What follows belongs to an exercise in optimizing a design on an open flow for small area, a short achievable clock period and few clock cycles; a production flow would make more cautious choices.
Only simulation tests tie the RTL to the original design; equivalence was not proved.

### flow/config.mk
export PLATFORM = sky130hd
export DESIGN_NAME = proc
export DESIGN_NICKNAME = proc
export VERILOG_FILES = /design/flow/design.v
export SDC_FILE = /design/flow/constraint.sdc
export NUM_CORES = 4
export LEC_CHECK = 0
export CAP_MARGIN = 20
export CORE_MARGIN = 2
export CORE_UTILIZATION = 40
export PLACE_DENSITY = 0.6
export SLEW_MARGIN = 20
### flow/constraint.sdc
create_clock -name core_clock -period 12.0 [get_ports {clk}]
set_input_delay 2.4000 -clock core_clock [delete_from_list [all_inputs] [get_ports {clk}]]
set_output_delay 2.4000 -clock core_clock [all_outputs]
set_load 0.01 [all_outputs]
### flow/design.v
module nand2 (in1,in2,out);
    input in1,in2;
    output out;
    assign out = ~(in1 & in2);
endmodule
module nand3 (in1,in2,in3,out);
    input in1,in2,in3;
    output out;
    assign out = ~(in1 & in2 & in3);
endmodule
module nor2 (in1,in2,out);
    input in1,in2;
    output out;
    assign out = ~(in1 | in2);
endmodule
module nor3 (in1,in2,in3,out);
    input  in1,in2,in3;
    output out;
    assign out = ~(in1 | in2 | in3);
endmodule
module not1 (in1,out);
    input in1;
    output out;
    assign out = ~in1;
endmodule
module xor2 (in1,in2,out);
    input in1,in2;
    output out;
    assign out = in1 ^ in2;
endmodule
module xor3 (in1,in2,in3,out);
   input in1,in2,in3;
   output out;
   assign out = in1 ^ in2 ^ in3;
endmodule
module fullAdder_1b(A, B, C_in, p, g, S, C_out);
    input  A, B;
    input  C_in;
    output p;
    output g;
    output S;
    output C_out;
    wire g_bar, p_bar, nand2_1_out, nand2_2_out, nand2_3_out;
    nand2 nand2_0(.in1(A), .in2(B), .out(g_bar));
    not1 not1_0(.in1(g_bar), .out(g));
    nor2 nor2_0(.in1(A), .in2(B), .out(p_bar));
    not1 not1_1(.in1(p_bar), .out(p));
    nand2 nand2_1(.in1(A), .in2(B), .out(nand2_1_out));
    nand2 nand2_2(.in1(A), .in2(C_in), .out(nand2_2_out));
    nand2 nand2_3(.in1(B), .in2(C_in), .out(nand2_3_out));
    nand3 nand3_0(.in1(nand2_1_out), .in2(nand2_2_out), 
    	.in3(nand2_3_out), .out(C_out));
    xor3 xor3_0(.in1(A), .in2(B), .in3(C_in), .out(S));
endmodule
module cla_4b(A, B, C_in, P, G, S, C_out);
    parameter   N = 4;
    input [N-1: 0] A, B;
    input          C_in;
    output [N-1:0] S;
    output         P, G, C_out;
    wire c0, c1, c2;
    wire p0, g0, p1, g1, p2, g2, p3, g3;
    wire g0_bar, g1_bar, g2_bar, g3_bar;
    wire nand2_c0_0_out, nand2_c1_0_out, nand2_c2_0_out, nand2_c3_0_out;
    wire nand2_p3_p2, nand2_p1_p0;
    wire nand2_p3g2_out, nand2_p3p2g1_out, nand3_G_0_out, nand2_p1g0_out, nor2_G_0_out;
    wire G_bar;
    not1 not1_c0_0(.in1(g0), .out(g0_bar));
    nand2 nand2_c0_0(.in1(p0), .in2(C_in), .out(nand2_c0_0_out));
    nand2 nand2_c0_1(.in1(g0_bar), .in2(nand2_c0_0_out), .out(c0));
    not1 not1_c1_0(.in1(g1), .out(g1_bar));
    nand2 nand2_c1_0(.in1(p1), .in2(c0), .out(nand2_c1_0_out));
    nand2 nand2_c1_1(.in1(g1_bar), .in2(nand2_c1_0_out), .out(c1));
    not1 not1_c2_0(.in1(g2), .out(g2_bar));
    nand2 nand2_c2_0(.in1(p2), .in2(c1), .out(nand2_c2_0_out));
    nand2 nand2_c2_1(.in1(g2_bar), .in2(nand2_c2_0_out), .out(c2));
    not1 not1_c3_0(.in1(g3), .out(g3_bar));
    nand2 nand2_c3_0(.in1(p3), .in2(c2), .out(nand2_c3_0_out));
    nand2 nand2_c3_1(.in1(g3_bar), .in2(nand2_c3_0_out), .out(C_out));
    nand2 nand2_p32(.in1(p3), .in2(p2), .out(nand2_p3_p2));
    nand2 nand2_p10(.in1(p1), .in2(p0), .out(nand2_p1_p0));
    nor2 nor2_P(.in1(nand2_p3_p2), .in2(nand2_p1_p0), .out(P));
    nand2 nand2_p3g2(.in1(p3), .in2(g2), .out(nand2_p3g2_out));
    nand3 nand2_p3p2g1(.in1(p3), .in2(p2), .in3(g1), .out(nand2_p3p2g1_out));
    nand3 nand3_G_0(.in1(g3_bar), .in2(nand2_p3g2_out), .in3(nand2_p3p2g1_out), .out(nand3_G_0_out));
    nand2 nand2_p1g0(.in1(p1), .in2(g0), .out(nand2_p1g0_out));
    nor2 nor2_G_0(.in1(nand2_p3_p2), .in2(nand2_p1g0_out), .out(nor2_G_0_out));
    nor2 nor2_G(.in1(nand3_G_0_out), .in2(nor2_G_0_out), .out(G_bar));
    not1 not1_G(.in1(G_bar), .out(G)); 
    fullAdder_1b fulladder_0(.A(A[0]), .B(B[0]), .C_in(C_in), .p(p0), .g(g0),
     .S(S[0]), .C_out());
    fullAdder_1b fulladder_1(.A(A[1]), .B(B[1]), .C_in(c0), .p(p1), .g(g1),
     .S(S[1]), .C_out());
    fullAdder_1b fulladder_2(.A(A[2]), .B(B[2]), .C_in(c1), .p(p2), .g(g2),
     .S(S[2]), .C_out());
    fullAdder_1b fulladder_3(.A(A[3]), .B(B[3]), .C_in(c2), .p(p3), .g(g3),
     .S(S[3]), .C_out());
endmodule
module cla_16b(A, B, C_in, S, C_out);
    parameter   N = 16;
    input [N-1: 0] A, B;
    input          C_in;
    output [N-1:0] S;
    output         C_out;
    wire C0, C1, C2;
    wire P0, P0_bar, P1, P1_bar, P2, P2_bar, P3, P3_bar;
    wire G0, G0_bar, G1, G1_bar, G2, G2_bar, G3, G3_bar;
    wire nand2_c0_0_out, nand2_c1_0_out, nand2_c2_0_out, nand2_c3_0_out;
    cla_4b cla4_0(.A(A[3:0]), .B(B[3:0]), .C_in(C_in), 
        .S(S[3:0]), .P(P0), .G(G0), .C_out());
    cla_4b cla4_1(.A(A[7:4]), .B(B[7:4]), .C_in(C0), 
        .S(S[7:4]), .P(P1), .G(G1), .C_out());
    cla_4b cla4_2(.A(A[11:8]), .B(B[11:8]), .C_in(C1), 
        .S(S[11:8]), .P(P2), .G(G2), .C_out());
    cla_4b cla4_3(.A(A[15:12]), .B(B[15:12]), .C_in(C2), 
        .S(S[15:12]), .P(P3), .G(G3), .C_out());
    not1 not1_c0_0(.in1(G0), .out(G0_bar));
    nand2 nand2_c0_0(.in1(P0), .in2(C_in), .out(nand2_c0_0_out));
    nand2 nand2_c0_1(.in1(G0_bar), .in2(nand2_c0_0_out), .out(C0));
    not1 not1_c1_0(.in1(G1), .out(G1_bar));
    nand2 nand2_c1_0(.in1(P1), .in2(C0), .out(nand2_c1_0_out));
    nand2 nand2_c1_1(.in1(G1_bar), .in2(nand2_c1_0_out), .out(C1));
    not1 not1_c2_0(.in1(G2), .out(G2_bar));
    nand2 nand2_c2_0(.in1(P2), .in2(C1), .out(nand2_c2_0_out));
    nand2 nand2_c2_1(.in1(G2_bar), .in2(nand2_c2_0_out), .out(C2));
    not1 not1_c3_0(.in1(G3), .out(G3_bar));
    nand2 nand2_c3_0(.in1(P3), .in2(C2), .out(nand2_c3_0_out));
    nand2 nand2_c3_1(.in1(G3_bar), .in2(nand2_c3_0_out), .out(C_out));
endmodule
module dff (q, d, clk, rst);
    output         q;
    input          d;
    input          clk;
    input          rst;
    reg            state;
    assign q = state;
    always @(posedge clk) begin
      state <= rst? 1'b0 : d;
    end
endmodule
module reg16 (D, clk, rst, en, Q);	
	input	clk, rst, en;	
	input	[15:0]	D;	
	output	[15:0]	Q;	
	wire 	[15:0]	in, out;	
	assign in = (en)? D[15:0] : out[15:0];	
	assign Q = out[15:0];	
	dff dff_0(.d(in[0]), .clk(clk), .rst(rst), .q(out[0]));	
	dff dff_1(.d(in[1]), .clk(clk), .rst(rst), .q(out[1]));	
	dff dff_2(.d(in[2]), .clk(clk), .rst(rst), .q(out[2]));	
	dff dff_3(.d(in[3]), .clk(clk), .rst(rst), .q(out[3]));	
	dff dff_4(.d(in[4]), .clk(clk), .rst(rst), .q(out[4]));	
	dff dff_5(.d(in[5]), .clk(clk), .rst(rst), .q(out[5]));	
	dff dff_6(.d(in[6]), .clk(clk), .rst(rst), .q(out[6]));	
	dff dff_7(.d(in[7]), .clk(clk), .rst(rst), .q(out[7]));	
	dff dff_8(.d(in[8]), .clk(clk), .rst(rst), .q(out[8]));	
	dff dff_9(.d(in[9]), .clk(clk), .rst(rst), .q(out[9]));	
	dff dff_10(.d(in[10]), .clk(clk), .rst(rst), .q(out[10]));	
	dff dff_11(.d(in[11]), .clk(clk), .rst(rst), .q(out[11]));	
	dff dff_12(.d(in[12]), .clk(clk), .rst(rst), .q(out[12]));	
	dff dff_13(.d(in[13]), .clk(clk), .rst(rst), .q(out[13]));	
	dff dff_14(.d(in[14]), .clk(clk), .rst(rst), .q(out[14]));	
	dff dff_15(.d(in[15]), .clk(clk), .rst(rst), .q(out[15]));	
endmodule
module dec3to8 (in, out);
	input	[2:0]	in;
	output	[7:0]	out;
	assign out[0] = ~in[0]&~in[1]&~in[2];
	assign out[1] = in[0]&~in[1]&~in[2];
	assign out[2] = ~in[0]&in[1]&~in[2];
	assign out[3] = in[0]&in[1]&~in[2];
	assign out[4] = ~in[0]&~in[1]&in[2];
	assign out[5] = in[0]&~in[1]&in[2];
	assign out[6] = ~in[0]&in[1]&in[2];
	assign out[7] = in[0]&in[1]&in[2];
endmodule
module mux8_16 (sel, in0, in1, in2, in3, in4, in5, in6, in7, out);
	input	[2:0]	sel;
	input 	[15:0]	in0, in1, in2, in3, in4, in5, in6, in7;
	output	reg [15:0]	out;
	always @(*) begin 
		case (sel)
			3'b000: out <= in0;
			3'b001: out <= in1;
			3'b010: out <= in2;
			3'b011: out <= in3;
			3'b100: out <= in4;
			3'b101: out <= in5;
			3'b110: out <= in6;
			3'b111: out <= in7;
		endcase  
	end
endmodule
module regFile (
                read1Data, read2Data, err,
                clk, rst, read1RegSel, read2RegSel, writeRegSel, writeData, writeEn
                );
  input        clk, rst;
  input [2:0]  read1RegSel;
  input [2:0]  read2RegSel;
  input [2:0]  writeRegSel;
  input [15:0] writeData;
  input        writeEn;
  output [15:0] read1Data;
  output [15:0] read2Data;
  output        err;
  assign err = 1'b0;
  parameter N = 16;
  wire [7:0] writedec_out, writeRegSel_dec;
  wire [N-1:0] R0_out, R1_out, R2_out, R3_out, R4_out, R5_out, R6_out, R7_out;
  wire en0, en1, en2, en3, en4, en5, en6, en7;
  assign en0 = writeRegSel_dec[0] & writeEn;
  assign en1 = writeRegSel_dec[1] & writeEn;
  assign en2 = writeRegSel_dec[2] & writeEn;
  assign en3 = writeRegSel_dec[3] & writeEn;
  assign en4 = writeRegSel_dec[4] & writeEn;
  assign en5 = writeRegSel_dec[5] & writeEn;
  assign en6 = writeRegSel_dec[6] & writeEn;
  assign en7 = writeRegSel_dec[7] & writeEn;
  reg16 R0(.D(writeData), .clk(clk), .rst(rst), .en(en0), .Q(R0_out));
  reg16 R1(.D(writeData), .clk(clk), .rst(rst), .en(en1), .Q(R1_out));
  reg16 R2(.D(writeData), .clk(clk), .rst(rst), .en(en2), .Q(R2_out));
  reg16 R3(.D(writeData), .clk(clk), .rst(rst), .en(en3), .Q(R3_out));
  reg16 R4(.D(writeData), .clk(clk), .rst(rst), .en(en4), .Q(R4_out));
  reg16 R5(.D(writeData), .clk(clk), .rst(rst), .en(en5), .Q(R5_out));
  reg16 R6(.D(writeData), .clk(clk), .rst(rst), .en(en6), .Q(R6_out));
  reg16 R7(.D(writeData), .clk(clk), .rst(rst), .en(en7), .Q(R7_out));
  dec3to8 decoder_write(.in(writeRegSel), .out(writeRegSel_dec));
  mux8_16 read1mux(.sel(read1RegSel), .in0(R0_out), .in1(R1_out), .in2(R2_out),
    .in3(R3_out), .in4(R4_out), .in5(R5_out), .in6(R6_out), .in7(R7_out), .out(read1Data));
  mux8_16 read2mux(.sel(read2RegSel), .in0(R0_out), .in1(R1_out), .in2(R2_out),
    .in3(R3_out), .in4(R4_out), .in5(R5_out), .in6(R6_out), .in7(R7_out), .out(read2Data));
endmodule
module shifter (In, Cnt, Op, Out);
   parameter   N = 16;
   parameter   C = 4;
   parameter   O = 2;
   input [N-1:0]   In;
   input [C-1:0]   Cnt;
   input [O-1:0]   Op;
   output [N-1:0]  Out;
    wire [N-1:0] out_stage1, out_stage2, out_stage3;
    assign out_stage1 = (Cnt[0] == 1)? (Op[1] == 0)? {In[N-2:0], (Op[0] == 0)? In[N-1]:1'b0}:
                                                     {(Op[0] == 0)? In[N-1]:1'b0, In[N-1:1]}:In;
    assign out_stage2 = (Cnt[1] == 1)? (Op[1] == 0)? {out_stage1[N-3:0], (Op[0] == 0)? out_stage1[N-1:N-2]:2'b0}: 
                                                     {(Op[0] == 0)? {out_stage1[N-1], out_stage1[N-1]}:2'b00, out_stage1[N-1:2]}:out_stage1;
    assign out_stage3 = (Cnt[2] == 1)? (Op[1] == 0)? {out_stage2[N-5:0], (Op[0] == 0)? out_stage2[N-1:N-4]:4'b0}: 
                                                     {(Op[0] == 0)? {out_stage2[N-1], out_stage2[N-1], out_stage2[N-1], out_stage2[N-1]}:4'b0000, out_stage2[N-1:4]}:out_stage2;
    assign Out = (Cnt[3] == 1)? (Op[1] == 0)? {out_stage3[7:0], (Op[0] == 0)? out_stage3[N-1:N-8]:8'b0}: 
                                              {(Op[0] == 0)? {out_stage3[N-1], out_stage3[N-1], out_stage3[N-1], out_stage3[N-1],out_stage3[N-1], out_stage3[N-1], out_stage3[N-1], out_stage3[N-1]}:
                                                             8'b0, out_stage3[N-1:8]}:out_stage3;
endmodule
module shifter32 (In, Cnt, shft_left, log_right);
   parameter   N = 32;
   parameter   C = 5;
   parameter   O = 2;
   input [N-1:0]   In;
   input [C-1:0]   Cnt;
   output reg [N-1:0] shft_left, log_right;
   wire [N-1:0] rot_left;
   wire [N-1:0] int_arith_right, arith_right;
always @ (*)
 begin
   case (Cnt[C-1:0])
	   5'b00000: begin shft_left[31:0] <= In; log_right[31:0] <= In; end
	   5'b00001: begin shft_left[31:0]  <= {In[30:0], 1'b0}; log_right[31:0] <= {1'b0, In[31:1]}; end
	5'b00010: begin shft_left[31:0]  <= {In[29:0], {2{1'b0}}}; log_right[31:0] <= {{2{1'b0}}, In[31:2]}; end
	5'b00011: begin shft_left[31:0]  <= {In[28:0], {3{1'b0}}}; log_right[31:0] <= {{3{1'b0}}, In[31:3]}; end
	5'b00100: begin shft_left[31:0] <= {In[27:0], {4{1'b0}}}; log_right[31:0] <= {{4{1'b0}}, In[31:4]}; end
	5'b00101: begin shft_left[31:0] <= {In[26:0], {5{1'b0}}}; log_right[31:0] <= {{5{1'b0}}, In[31:5]}; end
	5'b00110: begin shft_left[31:0] <= {In[25:0], {6{1'b0}}}; log_right[31:0] <= {{6{1'b0}}, In[31:6]}; end
	5'b00111: begin shft_left[31:0] <= {In[24:0], {7{1'b0}}}; log_right[31:0] <= {{7{1'b0}}, In[31:7]}; end
	5'b01000: begin shft_left[31:0] <= {In[23:0], {8{1'b0}}}; log_right[31:0] <= {{8{1'b0}}, In[31:8]}; end
	5'b01001: begin shft_left[31:0] <= {In[22:0], {9{1'b0}}}; log_right[31:0] <= {{9{1'b0}}, In[31:9]}; end
	5'b01010: begin shft_left[31:0] <= {In[21:0], {10{1'b0}}}; log_right[31:0] <= {{10{1'b0}}, In[31:10]}; end
	5'b01011: begin shft_left[31:0] <= {In[20:0], {11{1'b0}}}; log_right[31:0] <= {{11{1'b0}}, In[31:11]}; end
	5'b01100: begin shft_left[31:0] <= {In[19:0], {12{1'b0}}}; log_right[31:0] <= {{12{1'b0}}, In[31:12]}; end
	5'b01101: begin shft_left[31:0] <= {In[18:0], {13{1'b0}}}; log_right[31:0] <= {{13{1'b0}}, In[31:13]}; end
	5'b01110: begin shft_left[31:0] <= {In[17:0], {14{1'b0}}}; log_right[31:0] <= {{14{1'b0}}, In[31:14]}; end
	5'b01111: begin shft_left[31:0] <= {In[16:0], {15{1'b0}}}; log_right[31:0] <= {{15{1'b0}}, In[31:15]}; end
        5'b10000: begin shft_left[31:0] <= {In[15:0], {16{1'b0}}}; log_right[31:0] <= {{16{1'b0}}, In[31:16]}; end
	default: begin shft_left[31:0] <= 4'hF; log_right[31:0] <= 4'hF; end
  endcase
end
endmodule
module alu (slbi, InA, InB, Cin, Op, invA, invB, sign, Out, Zero, Ofl, cout);
   parameter    N = 16;
   parameter    O = 3;
   input [N-1:0] InA;  
   input [N-1:0] InB;  
   input         Cin;  
   input [O-1:0] Op;   
   input         invA; 
   input         invB; 
   input         sign; 
   input	 slbi;
   output [N-1:0] Out;
   output         Ofl; 
   output         Zero; 
   output 	  cout;
  wire [15:0] rotate;
  wire [31:0] tmp, tmp2, tmp3;
  wire [N-1:0] shifter_out, ror_check;
  wire [N-1:0] AND_RESULT, OR_RESULT, XOR_RESULT, ADD_RESULT, LOGIC_RESULT, SUB_RESULT;
  wire [N-1:0] A, B;
  wire Overflow;
  assign A = (invA==1'b1)? ~InA : InA;
  assign B = (invB==1'b1)? ~InB : InB;
  shifter shift(.In(A), .Cnt(B[3:0]), .Op(Op[1:0]), .Out(shifter_out));
  cla_16b adder(.A(A), .B(B), .C_in(Cin), .S(ADD_RESULT), .C_out(Overflow));
  assign cout = Overflow;
  assign Ofl = (sign==1'b1)? (~A[15]&~B[15]&ADD_RESULT[15])|(A[15]&B[15]&~ADD_RESULT[15]):Overflow;
  cla_16b BminusA(.A(B), .B(~A), .C_in(1'b1), .S(SUB_RESULT), .C_out());
  assign AND_RESULT = A & ~B;
  assign OR_RESULT = A | B;
  assign XOR_RESULT = A ^ B;
  assign LOGIC_RESULT = slbi ? OR_RESULT:
			(Op == 3'b100)? ADD_RESULT: 
                        (Op == 3'b101)? SUB_RESULT: 
                        (Op == 3'b110)? XOR_RESULT:
                        AND_RESULT;
  assign Zero = (LOGIC_RESULT == 16'b0)?1:(shifter_out == 16'b00)?1:0;
  assign ror_check = (Op[1:0] == 2'b10) ? rotate : shifter_out;
  assign Out = (Op[2] == 1)? LOGIC_RESULT:ror_check;
  wire [4:0] leftShiftAmount;
  assign leftShiftAmount = 5'b10000;
  shifter32 left_shift(.In({{16{A[15]}}, A[15:0]}), .Cnt(leftShiftAmount), .shft_left(tmp), .log_right() );
  shifter32 right_shift(.In({tmp[31:16], A[15:0]}), .Cnt({1'b0, B[3:0]}), .shft_left(), .log_right(tmp3));
  assign rotate = tmp3[15:0];
endmodule
module control(instr, clk, rst, ldOrSt, sl, sco, seq, regWrite, aluSrc, aluCtl, memWrite, memRead, memToReg, branchCtl, jumpCtl, invA, invB, halt, noOp, immCtl, stu, slbi, immPres, lbi, btr);
   input clk, rst;
   input [15:0] instr;
   output reg regWrite, aluSrc, btr, memWrite, memRead, memToReg, branchCtl, jumpCtl, invA, invB, halt, noOp, immCtl, stu, slbi, immPres, lbi;
   output reg seq, sl, sco, ldOrSt;
   output reg [1:0] aluCtl;
always @ (*)
begin
	regWrite <= 0; aluSrc <= 0; memWrite <= 0; memRead <= 0; memToReg <= 0; branchCtl <= 0; jumpCtl <= 0;
	invA <= 0; invB <= 0; immCtl <= 0; slbi <= 0; immPres <= 0; lbi <= 0; aluCtl <= 0;
	stu <= 0;
	halt <= 0;
	noOp <= 0;
	ldOrSt <= 0;
	btr <= 0;
	sco <= 0;
	sl <= 0;
	seq <= 0;
	case (instr[15:11])
        5'b00000: begin
        	regWrite <= 0; aluSrc <= 0; memWrite <= 0; memRead <= 0; memToReg <= 0; branchCtl <= 0; jumpCtl <= 0;
            invA <= 0; invB <= 0; halt <= 1; noOp <= 0; immCtl <= 0; stu <= 0; slbi <= 0; immPres <= 0; lbi <= 0;	  
            aluCtl <= 0;
        end
        5'b00001: begin noOp <= 1; 
			regWrite <= 0; aluSrc <= 0; memWrite <= 0; memRead <= 0; memToReg <= 0; branchCtl <= 0; jumpCtl <= 0;
            invA <= 0; invB <= 0; halt <= 0; noOp <= 0; immCtl <= 0; stu <= 0; slbi <= 0; immPres <= 0; lbi <= 0;	  
            aluCtl <= 0;
		  end
		5'b01000: begin
			regWrite <= 1; aluSrc <= 1; memWrite <= 0; memRead <= 0; memToReg <= 0; branchCtl <= 0; jumpCtl <= 0;
            invA <= 0; invB <= 0; halt <= 0; noOp <= 0; immCtl <= 0; stu <= 0; slbi <= 0; immPres <= 1; lbi <= 0;	  
            aluCtl <= 0;
	  	end
		5'b01001: begin
			regWrite <= 1; aluSrc <= 1; memWrite <= 0; memRead <= 0; memToReg <= 0; branchCtl <= 0; jumpCtl <= 0;
            invA <= 0; invB <= 0; halt <= 0; noOp <= 0; immCtl <= 0; stu <= 0; slbi <= 0; immPres <= 1; lbi <= 0;
            aluCtl <= 1;
	  end
	5'b01010: begin
		  	regWrite <= 1; aluSrc <= 1; memWrite <= 0; memRead <= 0; memToReg <= 0; branchCtl <= 0; jumpCtl <= 0;
                  invA <= 0; invB <= 0; halt <= 0; noOp <= 0; immCtl <= 0; stu <= 0; slbi <= 0; immPres <= 1; lbi <= 0;
                  aluCtl <= 2;
	  end
	5'b01011: begin
		  regWrite <= 1; aluSrc <= 1; memWrite <= 0; memRead <= 0; memToReg <= 0; branchCtl <= 0; jumpCtl <= 0;
                  invA <= 0; invB <= 0; halt <= 0; noOp <= 0; immCtl <= 0; stu <= 0; slbi <= 0; immPres <= 1; lbi <= 0;
                  aluCtl <= 0;
	  end
	5'b10100: begin
		  regWrite <= 1; aluSrc <= 1; memWrite <= 0; memRead <= 0; memToReg <= 0; branchCtl <= 0; jumpCtl <= 0;
                  invA <= 0; invB <= 0; halt <= 0; noOp <= 0; immCtl <= 0; stu <= 0; slbi <= 0; immPres <= 1; lbi <= 0;
                  aluCtl <= 0;
	  end
	5'b10101: begin
		  regWrite <= 1; aluSrc <= 1; memWrite <= 0; memRead <= 0; memToReg <= 0; branchCtl <= 0; jumpCtl <= 0;
                  invA <= 0; invB <= 0; halt <= 0; noOp <= 0; immCtl <= 0; stu <= 0; slbi <= 0; immPres <= 1; lbi <= 0;
                  aluCtl <= 0;
	  end
	5'b10110: begin
		  regWrite <= 1; aluSrc <= 1; memWrite <= 0; memRead <= 0; memToReg <= 0; branchCtl <= 0; jumpCtl <= 0;
                  invA <= 0; invB <= 0; halt <= 0; noOp <= 0; immCtl <= 0; stu <= 0; slbi <= 0; immPres <= 1; lbi <= 0;
                  aluCtl <= 0;
	  end
	5'b10111: begin
		  regWrite <= 1; aluSrc <= 1; memWrite <= 0; memRead <= 0; memToReg <= 0; branchCtl <= 0; jumpCtl <= 0;
                  invA <= 0; invB <= 0; halt <= 0; noOp <= 0; immCtl <= 0; stu <= 0; slbi <= 0; immPres <= 1; lbi <= 0;
                  aluCtl <= 0;
	  end
	5'b10000: begin
		  regWrite <= 0; aluSrc <= 1; memWrite <= 1; memRead <= 0; memToReg <= 1; branchCtl <= 0; jumpCtl <= 0;
                  invA <= 0; invB <= 0; halt <= 0; noOp <= 0; immCtl <= 0; stu <= 0; slbi <= 0; immPres <= 1; lbi <= 0;
                  aluCtl <= 0; ldOrSt <= 1;
	  end
	5'b10001: begin
		  regWrite <= 1; aluSrc <= 1; memWrite <= 0; memRead <= 1; memToReg <= 1; branchCtl <= 0; jumpCtl <= 0;
                  invA <= 0; invB <= 0; halt <= 0; noOp <= 0; immCtl <= 0; stu <= 0; slbi <= 0; immPres <= 1; lbi <= 0;
                  aluCtl <= 0; ldOrSt <= 1;
	  end
	5'b10011: begin
		  regWrite <= 1; aluSrc <= 1; memWrite <= 1; memRead <= 0; memToReg <= 1; branchCtl <= 0; jumpCtl <= 0;
                  invA <= 0; invB <= 0; halt <= 0; noOp <= 0; immCtl <= 0; stu <= 1; slbi <= 0; immPres <= 1; lbi <= 0;
                  aluCtl <= 0; ldOrSt <= 1;
	  end
	5'b11001: begin 
	          regWrite <= 1; aluSrc <= 0; memWrite <= 0; memRead <= 0; memToReg <= 0; branchCtl <= 0; jumpCtl <= 0;
                  invA <= 0; invB <= 0; halt <= 0; noOp <= 0; immCtl <= 0; stu <= 0; slbi <= 0; immPres <= 0; lbi <= 0;
                  aluCtl <= 0;
		  btr <= 1;
	  end
	5'b11011: begin 
	          regWrite <= 1; aluSrc <= 0; memWrite <= 0; memRead <= 0; memToReg <= 0; branchCtl <= 0; jumpCtl <= 0;
                  invA <= 0; invB <= 0; halt <= 0; noOp <= 0; immCtl <= 0; stu <= 0; slbi <= 0; immPres <= 0; lbi <= 0;
                  aluCtl <= 0;
	  end
	5'b11010: begin
		  regWrite <= 1; aluSrc <= 0; memWrite <= 0; memRead <= 0; memToReg <= 0; branchCtl <= 0; jumpCtl <= 0;
                  invA <= 0; invB <= 0; halt <= 0; noOp <= 0; immCtl <= 0; stu <= 0; slbi <= 0; immPres <= 0; lbi <= 0;
                  aluCtl <= 0;
	  end
	5'b11100: begin 
		  regWrite <= 1; aluSrc <= 0; memWrite <= 0; memRead <= 0; memToReg <= 0; branchCtl <= 0; jumpCtl <= 0;
                  invA <= 0; invB <= 0; halt <= 0; noOp <= 0; immCtl <= 0; stu <= 0; slbi <= 0; immPres <= 0; lbi <= 0;
                  aluCtl <= 0;
		  seq <= 1;
	  end
	5'b11101: begin
		  regWrite <= 1; aluSrc <= 0; memWrite <= 0; memRead <= 0; memToReg <= 0; branchCtl <= 0; jumpCtl <= 0;
                  invA <= 0; invB <= 0; halt <= 0; noOp <= 0; immCtl <= 0; stu <= 0; slbi <= 0; immPres <= 0; lbi <= 0;
                  aluCtl <= 0;
		  sl <= 1;
	  end
	5'b11110: begin
		  regWrite <= 1; aluSrc <= 0; memWrite <= 0; memRead <= 0; memToReg <= 0; branchCtl <= 0; jumpCtl <= 0;
                  invA <= 0; invB <= 0; halt <= 0; noOp <= 0; immCtl <= 0; stu <= 0; slbi <= 0; immPres <= 0; lbi <= 0;
                  aluCtl <= 0;
		  sl <= 1;
	  end
	5'b11111: begin
		  regWrite <= 1; aluSrc <= 0; memWrite <= 0; memRead <= 0; memToReg <= 0; branchCtl <= 0; jumpCtl <= 0;
                  invA <= 0; invB <= 0; halt <= 0; noOp <= 0; immCtl <= 0; stu <= 0; slbi <= 0; immPres <= 0; lbi <= 0;
                  aluCtl <= 0;
		  sco <= 1;
	  end
	5'b01100: begin
		  regWrite <= 0; aluSrc <= 1; memWrite <= 0; memRead <= 0; memToReg <= 0; branchCtl <= 1; jumpCtl <= 0;
                  invA <= 0; invB <= 0; halt <= 0; noOp <= 0; immCtl <= 1; stu <= 0; slbi <= 0; immPres <= 0; lbi <= 0;
                  aluCtl <= 0;
	  end
	5'b01101: begin
		  regWrite <= 0; aluSrc <= 1; memWrite <= 0; memRead <= 0; memToReg <= 0; branchCtl <= 1; jumpCtl <= 0;
                  invA <= 0; invB <= 0; halt <= 0; noOp <= 0; immCtl <= 1; stu <= 0; slbi <= 0; immPres <= 0; lbi <= 0;
                  aluCtl <= 0;
	  end
	5'b01110: begin
		  regWrite <= 0; aluSrc <= 1; memWrite <= 0; memRead <= 0; memToReg <= 0; branchCtl <= 1; jumpCtl <= 0;
                  invA <= 0; invB <= 0; halt <= 0; noOp <= 0; immCtl <= 1; stu <= 0; slbi <= 0; immPres <= 0; lbi <= 0;
                  aluCtl <= 0;
	  end
	5'b01111: begin
		  regWrite <= 0; aluSrc <= 1; memWrite <= 0; memRead <= 0; memToReg <= 0; branchCtl <= 1; jumpCtl <= 0;
                  invA <= 0; invB <= 0; halt <= 0; noOp <= 0; immCtl <= 1; stu <= 0; slbi <= 0; immPres <= 0; lbi <= 0;
                  aluCtl <= 0;
	  end
	5'b11000: begin
		  regWrite <= 1; aluSrc <= 1; memWrite <= 0; memRead <= 0; memToReg <= 0; branchCtl <= 0; jumpCtl <= 0;
                  invA <= 0; invB <= 0; halt <= 0; noOp <= 0; immCtl <= 1; stu <= 0; slbi <= 0; immPres <= 1; lbi <= 1;
                  aluCtl <= 0;
	  end
	5'b10010: begin
		  regWrite <= 1; aluSrc <= 1; memWrite <= 0; memRead <= 0; memToReg <= 0; branchCtl <= 0; jumpCtl <= 0;
                  invA <= 0; invB <= 0; halt <= 0; noOp <= 0; immCtl <= 1; stu <= 0; slbi <= 1; immPres <= 1; lbi <= 0;
                  aluCtl <= 0;
	  end
	5'b00100: begin
		  regWrite <= 0; aluSrc <= 1; memWrite <= 0; memRead <= 0; memToReg <= 0; branchCtl <= 0; jumpCtl <= 1;
                  invA <= 0; invB <= 0; halt <= 0; noOp <= 0; immCtl <= 0; stu <= 0; slbi <= 0; immPres <= 0; lbi <= 0;
                  aluCtl <= 0;
	  end
	5'b00101: begin
		  regWrite <= 0; aluSrc <= 1; memWrite <= 0; memRead <= 0; memToReg <= 0; branchCtl <= 0; jumpCtl <= 1;
                  invA <= 0; invB <= 0; halt <= 0; noOp <= 0; immCtl <= 1; stu <= 0; slbi <= 0; immPres <= 0; lbi <= 0;
                  aluCtl <= 0;
	  end
	5'b00110: begin
		  regWrite <= 1; aluSrc <= 1; memWrite <= 0; memRead <= 0; memToReg <= 0; branchCtl <= 0; jumpCtl <= 1;
                  invA <= 0; invB <= 0; halt <= 0; noOp <= 0; immCtl <= 0; stu <= 0; slbi <= 0; immPres <= 0; lbi <= 0;
                  aluCtl <= 0;
	  end
	5'b00111: begin
		  regWrite <= 1; aluSrc <= 1; memWrite <= 0; memRead <= 0; memToReg <= 0; branchCtl <= 0; jumpCtl <= 1;
                  invA <= 0; invB <= 0; halt <= 0; noOp <= 0; immCtl <= 1; stu <= 0; slbi <= 0; immPres <= 0; lbi <= 0;
                  aluCtl <= 0;
	  end
	  5'b00010:begin end  
	  5'b00011: begin end  
	  default: begin end  
   endcase
end
endmodule
module fetch (imem_data, jumpCtl, pc, wr, enable, clk, rst, lbi, halt, noOp, immPres,  immCtl, readReg1, readReg2, writeReg1, immVal, branch, jump, new_pc, instr);
   input wr, enable, clk, rst, halt, noOp, immPres, immCtl, lbi, jumpCtl;
   input [15:0] pc;
   input [15:0] imem_data;
   output [2:0] readReg1, readReg2, writeReg1;
   output [15:0] immVal, branch, jump, new_pc, instr;
   wire   [15:0]  pc_inc, noOp_or_inc;
   assign instr = imem_data;
  cla_16b incPC(.A(pc), .B(16'h0002), .C_in(0), .S(pc_inc), .C_out());
  assign readReg1 = instr[10:8];
  assign readReg2 = instr[7:5];
  assign writeReg1 = jumpCtl ? 3'b111 : (immPres ? immCtl ? instr[10:8] : instr[7:5] : instr[4:2]);
  assign immVal = immCtl ? instr[7:0] : instr[4:0];
  assign noOp_or_inc = noOp ? pc : pc_inc;
  assign branch = instr[7:0];
  assign jump = instr[11] ? instr[7:0] : instr[10:0];
  assign new_pc = halt ? pc : noOp_or_inc;
endmodule
module decode (slbi, stu, aluOut, writeEn, writeData, writeRegSel, read2RegSel, read1RegSel, immCtl, immVal, rst, clk, jump, regRs, read1Data, read2Data, signedImmVal, err);
    input writeEn, jump, immCtl, clk, rst, slbi, stu;
    input [2:0] writeRegSel, read1RegSel, read2RegSel;
    input [15:0] writeData, aluOut;
    input [15:0] immVal;
    output err;
    output [15:0]  read1Data, read2Data;
    output [2:0] regRs;
    output [15:0] signedImmVal;
    wire [15:0] read1Out, read2Out;
    regFile decodeRegisters(
                .read1Data(read1Out), .read2Data(read2Out), .err(err),
                .clk(clk), .rst(rst), .read1RegSel(read1RegSel), .read2RegSel(read2RegSel), .writeRegSel(writeRegSel), .writeData(writeData), .writeEn(writeEn)
                );
    assign regRs = read1RegSel;
    assign signedImmVal = slbi ? immVal : immCtl ? { {8{immVal[7]}}, immVal[7:0]} : { {11{immVal[4]}} , immVal[4:0]};
    assign read1Data = read1Out;
    assign read2Data = read2Out;
endmodule
module execute (ldOrSt, sl, sco, seq, immPres, slbi, btr, aluSrc, regData1, regData2, immVal, immCtl, jump, branch, jumpVal, branchVal, pc, instr, invA, invB, next_pc, Out, wrData, Zero, Ofl, pc_modified);
   input sl, sco, seq, ldOrSt;
   input slbi, jump, branch, immCtl, invA, invB, aluSrc, immPres, btr;
   input [15:0] regData1, regData2, immVal, branchVal, jumpVal, instr, pc;
   wire [15:0] almost_newPc, newPc, InA, InB, immValShifted, jumpValSigned, branchValSigned, pc_or_rs, aluOut;
   wire [2:0] opCode;
   wire sign, setOutput, cout, doWeBranch;
   output [15:0] next_pc, Out, wrData;
   output Zero, Ofl, pc_modified;
   wire [15:0] InAminusInB, InAminusInBsgned, InB_positive;
   wire InAlessInB;
   cla_16b Twos_complementB(.A(~InB), .B(1), .C_in(0), .S(InB_positive), .C_out());
   cla_16b InA_minus_InB_Signed(.A(InA), .B(InB_positive), .C_in(0), .S(InAminusInBsgned), .C_out());
	cla_16b InA_minus_InB(.A(InA), .B(InB_positive), .C_in(0), .S(InAminusInB), .C_out());
   assign InAlessInB = (InA[15] == 1'b1 & InB[15] == 1'b0) ? 1'b1 : 
	   (InA[15] == 1'b0 & InB[15] == 1'b1) ? 1'b0 :
	   (InA[15] == 1'b1 & InB[15] == 1'b1) ? InAminusInBsgned[15] : InAminusInB[15];
   assign setOutput = sco ? cout : seq ? (InA == InB) : (sl & instr[11]) ? InAlessInB : (InAlessInB | (InA == InB));
   assign InA = slbi ? (regData1 << 8) : regData1;
   assign InB = aluSrc ? immVal : regData2;
   assign wrData = regData2;
   assign opCode = ldOrSt ? instr[15:13] : (immPres ? {~instr[13], instr[12:11]} : {instr[11],instr[1:0]});
   assign sign = (regData1[15] | regData2[15]);
   alu executeALU(.slbi(slbi), .InA(InA), .InB(InB), .Cin(1'b0), .Op(opCode), .invA(invA), .invB(invB), .sign(sign), .Out(aluOut), .Zero(Zero), .Ofl(Ofl), .cout(cout));  
   assign Out = (sl | seq | sco) ? setOutput : btr ? {InA[0],InA[1],InA[2],InA[3],InA[4],InA[5],InA[6],InA[7],InA[8],InA[9],InA[10],InA[11],InA[12],InA[13],InA[14],InA[15]} : aluOut;
   assign immValShifted = immVal << 1;
   assign jumpValSigned = instr[11] ? {{8{jumpVal[10]}}, jumpVal[7:0]} : {{5{jumpVal[10]}}, jumpVal[10:0]};
   assign branchValSigned = { {8{branchVal[7]}}, branchVal[7:0]};
   assign pc_or_rs = (jump & immCtl) ? regData1 : pc;
   assign almost_newPc = jump ? jumpValSigned : branch ? branchValSigned : immVal;
   cla_16b incPC(.A(almost_newPc), .B(pc_or_rs), .C_in(0), .S(newPc), .C_out());
   assign doWeBranch = (instr[12:11] == 2'b00 & branch) ? (regData1[15:0] == 0) :
	   (instr[12:11] == 2'b01 & branch) ? (regData1[15:0] != 0):
	   (instr[12:11] == 2'b10 & branch) ? (regData1[15]) :
	   (instr[12:11] == 2'b11 & branch) ? (~regData1[15]): 1'b0;
   assign next_pc = (jump | doWeBranch) ? newPc : pc;
   assign pc_modified = (jump | doWeBranch);
endmodule
module wb (currInstr, writeReg1, readReg1, stu, pc, jumpCtl, memToReg, memData, aluOut, lbi, immVal, writeData, writeRegSel);
   input memToReg, lbi, jumpCtl, stu;
   input [15:0] memData, aluOut, immVal, pc, currInstr;
   input [2:0] writeReg1, readReg1;
   output [15:0] writeData; 
   output [2:0] writeRegSel;
   wire [15:0] inter_writeData;
   assign inter_writeData = memToReg ? memData : aluOut;  
   assign writeData = jumpCtl ? pc : (lbi ? immVal : (stu ? aluOut : inter_writeData));
   assign writeRegSel = (currInstr[15:11] == 5'b10011) ? readReg1 : writeReg1;
endmodule
module proc (
   imem_addr, dmem_addr, dmem_wdata, dmem_we, halted,
   clk, rst, imem_data, dmem_rdata
   );
   input clk;
   input rst;
   input [15:0] imem_data;
   input [15:0] dmem_rdata;
   output [15:0] imem_addr;
   output [15:0] dmem_addr;
   output [15:0] dmem_wdata;
   output dmem_we;
   output halted;
   wire regWrite, btr, aluSrc, memWrite, memRead, memToReg, branchCtl, jumpCtl, invA, invB, halt, noOp, immCtl, stu, slbi, immPres, lbi;
   wire decode_err, sl, sco, seq, ldOrSt;
   wire [1:0] aluCtl;
   wire Zero, Ofl, pc_modified;
   wire [2:0] regRs, readReg1, readReg2, writeReg1, writeRegSel;
   wire [15:0] immVal;
   wire [15:0] currInstr, next_pc, signedImmVal, branch, jump, new_pc, Out, wrData;
   wire [15:0] read1Data, read2Data, writeData, memoryOut;
   wire [15:0] nextpc, pc;
   assign nextpc = rst ? 16'h0000 : next_pc;
   reg16 pcreg(.clk(clk), .rst(rst), .en(1'b1), .D(nextpc), .Q(pc));
   control ctlSignals(.instr(currInstr), .clk(clk), .rst(rst), .regWrite(regWrite), .aluSrc(aluSrc), .aluCtl(aluCtl), .memWrite(memWrite), .memRead(memRead), .memToReg(memToReg), .branchCtl(branchCtl),
	   .ldOrSt(ldOrSt), .jumpCtl(jumpCtl), .invA(invA), .invB(invB), .halt(halt), .noOp(noOp), .immCtl(immCtl), .stu(stu), .slbi(slbi), .immPres(immPres), .lbi(lbi), .btr(btr), .sl(sl), .sco(sco), .seq(seq));
   fetch fetchStage(.imem_data(imem_data), .jumpCtl(jumpCtl), .pc(pc), .wr(1'b0), .enable(1'b1), .clk(clk), .rst(rst), .lbi(lbi), .halt(halt), .noOp(noOp), .immPres(immPres), .immCtl(immCtl), .readReg1(readReg1), .readReg2(readReg2), .writeReg1(writeReg1), .immVal(immVal), .branch(branch), .jump(jump), .new_pc(new_pc), .instr(currInstr));
   decode decodeStage(.slbi(slbi), .writeEn(regWrite), .writeData(writeData), .writeRegSel(writeRegSel), .read2RegSel(readReg2), .read1RegSel(readReg1), .stu(stu), .aluOut(Out), .immCtl(immCtl), .immVal(immVal), .rst(rst), .clk(clk), .jump(jumpCtl), .regRs(regRs), .read1Data(read1Data), .read2Data(read2Data), .signedImmVal(signedImmVal), .err(decode_err));
   execute executeStage(.ldOrSt(ldOrSt), .sl(sl), .sco(sco), .seq(seq), .immPres(immPres), .btr(btr), .slbi(slbi), .aluSrc(aluSrc), .regData1(read1Data), .regData2(read2Data), .immVal(signedImmVal), .immCtl(immCtl), .jump(jumpCtl), .branch(branchCtl), .jumpVal(jump), .branchVal(branch), .pc(new_pc), .instr(currInstr), .invA(invA), .invB(invB), .next_pc(next_pc), .Out(Out), .wrData(wrData), .Zero(Zero), .Ofl(Ofl), .pc_modified(pc_modified));
   assign dmem_addr = Out;
   assign dmem_wdata = wrData;
   assign dmem_we = memWrite;
   assign memoryOut = dmem_rdata;
   wb wbStage(.currInstr(currInstr), .writeReg1(writeReg1), .readReg1(readReg1), .stu(stu), .pc(new_pc), .jumpCtl(jumpCtl), .memToReg(memToReg), .memData(memoryOut), .aluOut(Out), .lbi(lbi), .immVal(signedImmVal), .writeData(writeData), .writeRegSel(writeRegSel));
   assign imem_addr = pc;
   assign halted = halt;
endmodule  
### flow/run.sh
#!/bin/bash
# synth_recipe.tcl (not shown) runs the flow's synth.tcl, then flattens the netlist and writes it again
# the make line also repeats each setting of config.mk as NAME=value (left out here)
make -C /OpenROAD-flow-scripts/flow DESIGN_CONFIG=/design/flow/config.mk WORK_HOME=/design/flow/orfs CLKGATE_MAP_FILE= SYNTH_SCRIPT=/design/flow/synth_recipe.tcl finish
==> run summary <==
[area by class of cell]
type	instances	area, um2	area share (%)
multi-input combinational	1854	13090	67.05
sequential	144	2883	14.77
inverter	118	445.4	2.282
timing repair buffer	207	1737	8.898
tap	585	732.0	3.750
clock buffer	19	452.9	2.321
clock inverter	12	181.4	0.9295
[path summary, 6_finish.rpt]
| kind | end | slack (ns) | cells past startpoint |
|---|---|---|---|
| worst max register to register | decodeStage.decodeRegisters.R7.dff_10.state | 5.18 | 25 |
| worst max-delay path | dmem_addr[9] | 0.27 | 23 |
| worst min register to register | decodeStage.decodeRegisters.R3.dff_13.state | 0.48 | 2 |
| worst min-delay path | decodeStage.decodeRegisters.R3.dff_13.state | 0.48 | 2 |
[routing by layer]
layer | vias up | wire length [um]
li1 | 8737 | -
met1 | 9970 | 37380
met2 | 1402 | 43020
met3 | 382 | 9310
met4 | 6 | 8090
met5 | - | 42
[worst max-delay path: stages]
cell and delay [ns]:
clkdlybuf4s50_1 0.67, buf_4 0.26, nor3b_1 0.31, a22o_1 0.44, a21oi_1 0.29, mux2i_1 0.56, inv_1 0.37, ha_1 0.32
or3_1 0.34, o221a_2 0.23, o21bai_1 0.21, fa_1 0.21, inv_1 0.05, fa_1 0.43, nand2_1 0.07, o21ai_0 0.08
a21oi_1 0.21, o211ai_1 0.11, o21ai_0 0.34, o32ai_2 0.26, mux2_2 0.34, nor2_1 0.21, clkdlybuf4s50_1 0.58
[placed cells by master, fill, tap and decap left out, types with 13 or more instances in the layout]
| cell type | netlist | final |
|---|---|---|
| nand2_1 | 230 | 230 |
| nor2_1 | 224 | 223 |
| dfxtp_1 | 144 | 144 |
| a21oi_1 | 141 | 140 |
| buf_4 | 34 | 122 |
| o21ai_0 | 122 | 119 |
| ha_1 | 108 | 108 |
| inv_1 | 107 | 106 |
| mux2i_1 | 95 | 94 |
| a211oi_1 | 88 | 87 |
| clkdlybuf4s50_1 | 0 | 78 |
| o22ai_1 | 74 | 74 |
| nand3_1 | 68 | 68 |
| nor3_1 | 69 | 64 |
| fa_1 | 33 | 33 |
| a221oi_1 | 31 | 31 |
| o221ai_1 | 28 | 28 |
| a31oi_1 | 27 | 27 |
| o211ai_1 | 26 | 26 |
| o32ai_1 | 24 | 24 |
| nand4_1 | 23 | 23 |
| nand2b_1 | 22 | 22 |
| nor2b_1 | 22 | 22 |
| a22oi_1 | 17 | 17 |
| clkbuf_16 | 0 | 17 |
| a311oi_1 | 16 | 16 |
| o21ai_1 | 12 | 15 |
| o31ai_1 | 14 | 14 |
| o21bai_1 | 13 | 13 |
| a32oi_1 | 13 | 13 |
| nor4_1 | 13 | 13 |
[logic make-up after synthesis]
kind of cell | count (synthesis) | share of synthesized area [%]
compound gates | 813 | 33.80
mux | 124 | 8.104
simple gates | 757 | 20.25
buf+inv | 334 | 8.877
flops | 144 | 16.49
xor+xnor | 16 | 0.8018
fa+ha+maj | 144 | 11.68
[through the flow]
| step | util (%) | worst slack (ns) |
|---|---|---|
| CTS | 45.26 | 0.5138 |
| finish | 45.31 | 0.2734 |
| global route | 45.31 | 0.02203 |
| floorplan | - | 2.159 |
| global placement | 43.77 | 0.4330 |
| detailed placement | 43.79 | 0.5362 |
[power groups by stage]
stage | logic, mW | clock network (mW) | registers (mW)
5_1_grt | 1.23 | 0.605 | 0.546
3_3_place_gp | 1.13 | 0 | 0.552
2_1_floorplan | 0.685 | 0 | 0.539
3_5_place_dp | 1.13 | 0 | 0.552
4_1_cts | 1.13 | 0.587 | 0.542
6_report | 1.18 | 0.583 | 0.543
==> flow_metrics.env <==
export IMPL_synth_edf_count=0
export IMPL_synth_avg_cell_area_um2=7.495
export IMPL_cts_sinks=144
export IMPL_ys_types=113
export IMPL_ctsResizeCount=0
export IMPL_core_area_mm2=0.04308
export IMPL_numPortBuffers=83
export IMPL_synthesis_nets=2507
export IMPL_drv_cap=0
export IMPL_power_mw=2.310
export IMPL_busiest_layer="met2"
export IMPL_htreeDepth=4
export IMPL_dr_pass1_iters=6
export IMPL_layout_min_cycle_time_ns=11.73
export IMPL_grt_use_met3_pct=7.884
export IMPL_insertion_delay_ns=0.45
export IMPL_cts_buffers=17
export IMPL_path_max_fanout=11
export IMPL_route_detailed_drc=0
export IMPL_fillers=4412
export IMPL_antenna_cells=0
export IMPL_grt_max_degree=76
export IMPL_status="no timing/DRC/antenna violations"
export IMPL_fin_nets=2517
export IMPL_critPathArrivalTime_ns=9.33
export IMPL_overflow=0
export IMPL_drive_gt1_share_pct=11.94
export IMPL_ys_ff_latch=144
export IMPL_cts_hold_buf=0
export IMPL_fin_skew_ns=0.01208
export IMPL_grt_first_pass_wirelength_um=140200
export IMPL_async_flop_share_pct=0
export IMPL_critPathRequiredTime_ns=9.60
export IMPL_power_frac_comb_pct=51.3
export IMPL_r2r_start="decodeStage.decodeRegisters.R6.dff_0.state"
export IMPL_die_w_um=213.0
export IMPL_criticalPathCategory="primary input to output port"
export IMPL_hold_start="decodeStage.decodeRegisters.R3.dff_13.state"
export IMPL_rsz0062_at_grt="false"
export IMPL_clock_path_buffers=2
export IMPL_ir_drop_uv=115.7
export IMPL_synth_most_common_cell="nand2_1"
export IMPL_vias=20500
export IMPL_dpl_cell_area_mm2=0.01886
export IMPL_ys_seq_area_share_pct=16.49
export IMPL_hold_path_class="flip-flop to flip-flop"
export IMPL_slew_viol_final=0
export IMPL_drt_total_wl_um=97840
export IMPL_critPathCaptureType="output port"
export IMPL_vias_per_cell=6.974
export IMPL_final_cell_count_no_fill=2939
export IMPL_final_area_mm2=0.01952
export IMPL_row_count=76
export IMPL_track_usage_pct=43.02
export IMPL_gp_congestion=1.057
export IMPL_fin_crit_sh_pct=97.72
export IMPL_die_h_um=213.0
export IMPL_dieArea_mm2=0.04538
export IMPL_ys_warn_count=10
export IMPL_antenna_found_initial=3
export IMPL_area_growth_pct=11.67
export IMPL_yosysTopAreaCellShare_pct=16.49
export IMPL_p_leak_nw=7.400
export IMPL_start_util_pct=40.57
export IMPL_hold_violations=0
export IMPL_routedWlPerCell_um=33.29
export IMPL_switchingPower_mw=1.061
export IMPL_max_freq_mhz=85.28
export IMPL_use_met1_pct=53.84
export IMPL_cts_setup_buffers=0
export IMPL_use_met2_pct=66.40
export IMPL_dp_hpwl_um=73060
export IMPL_io_pins=84
export IMPL_relSlewSlack_pct=17.61
export IMPL_power_density_mw_per_mm2=118.4
export IMPL_finalSetupViolCount=0
export IMPL_synth_cell_area_mm2=0.01748
export IMPL_clock_root_buffer="clkbuf_16"
export IMPL_power_frac_clock_pct=25.2
export IMPL_drt_initial_drc_count=2512
export IMPL_synth_area_leaders="dfxtp_1 (16%), ha_1 (7.7%), mux2i_1 (5.4%)"
export IMPL_synth_area_leader_cell="dfxtp_1"
export IMPL_switching_share_pct=45.94
export IMPL_synth_common_cells="nand2_1 (230), nor2_1 (224), dfxtp_1 (144), a21oi_1 (141), o21ai_0 (122)"
export IMPL_holdWs_ns=0.4791
export IMPL_grt_pass1_vias=19200
export IMPL_dp_cells=2906
export IMPL_cts_clk_slew_worst_paths_ns=0.07
export IMPL_cts_tree="built"
export IMPL_startpoint_type="primary input"
export IMPL_p_seq_share_pct=23.5
export IMPL_p_int_mw=1.249
export IMPL_syn_inst=2332
export IMPL_setup_tns_ns=0
export IMPL_synth_top_flop_cell="dfxtp_1"
export IMPL_ant_nets=0
export IMPL_critPathLaunch="imem_data[15]"
export IMPL_worst_slew_pin_slew_ns=1.236
Testbench counts, summed over its fixed seeds: cycles 36,021.

==> separate check: timing with driven ports <==
How much do the figures lean on ideal ports? The routed layout below was timed once more, with nothing changed but the port constraints.
Step 1 assumes that a clkbuf_16 drives the clock port and a buf_2 every other input.
Step 2 times the ports against the registers' clock, not the clock port: input delays grow and output delays shrink by t, the midpoint of the rising clock arrivals with the driver on.
a / b / c = ideal / step 1 / step 2; a / b = the first two.
shift t [ns]: 0.493
setup slack, ns: 0.273 / 0.160 / 0.160
hold slack, ns: 0.479 / 0.479 / 0.479
clock arrival spread, ns: 0.012 / 0.012
After both steps setup and hold are still met in this run. The setup slack of this run moves by -0.113 ns with the drivers and by -0.113 ns with both steps.
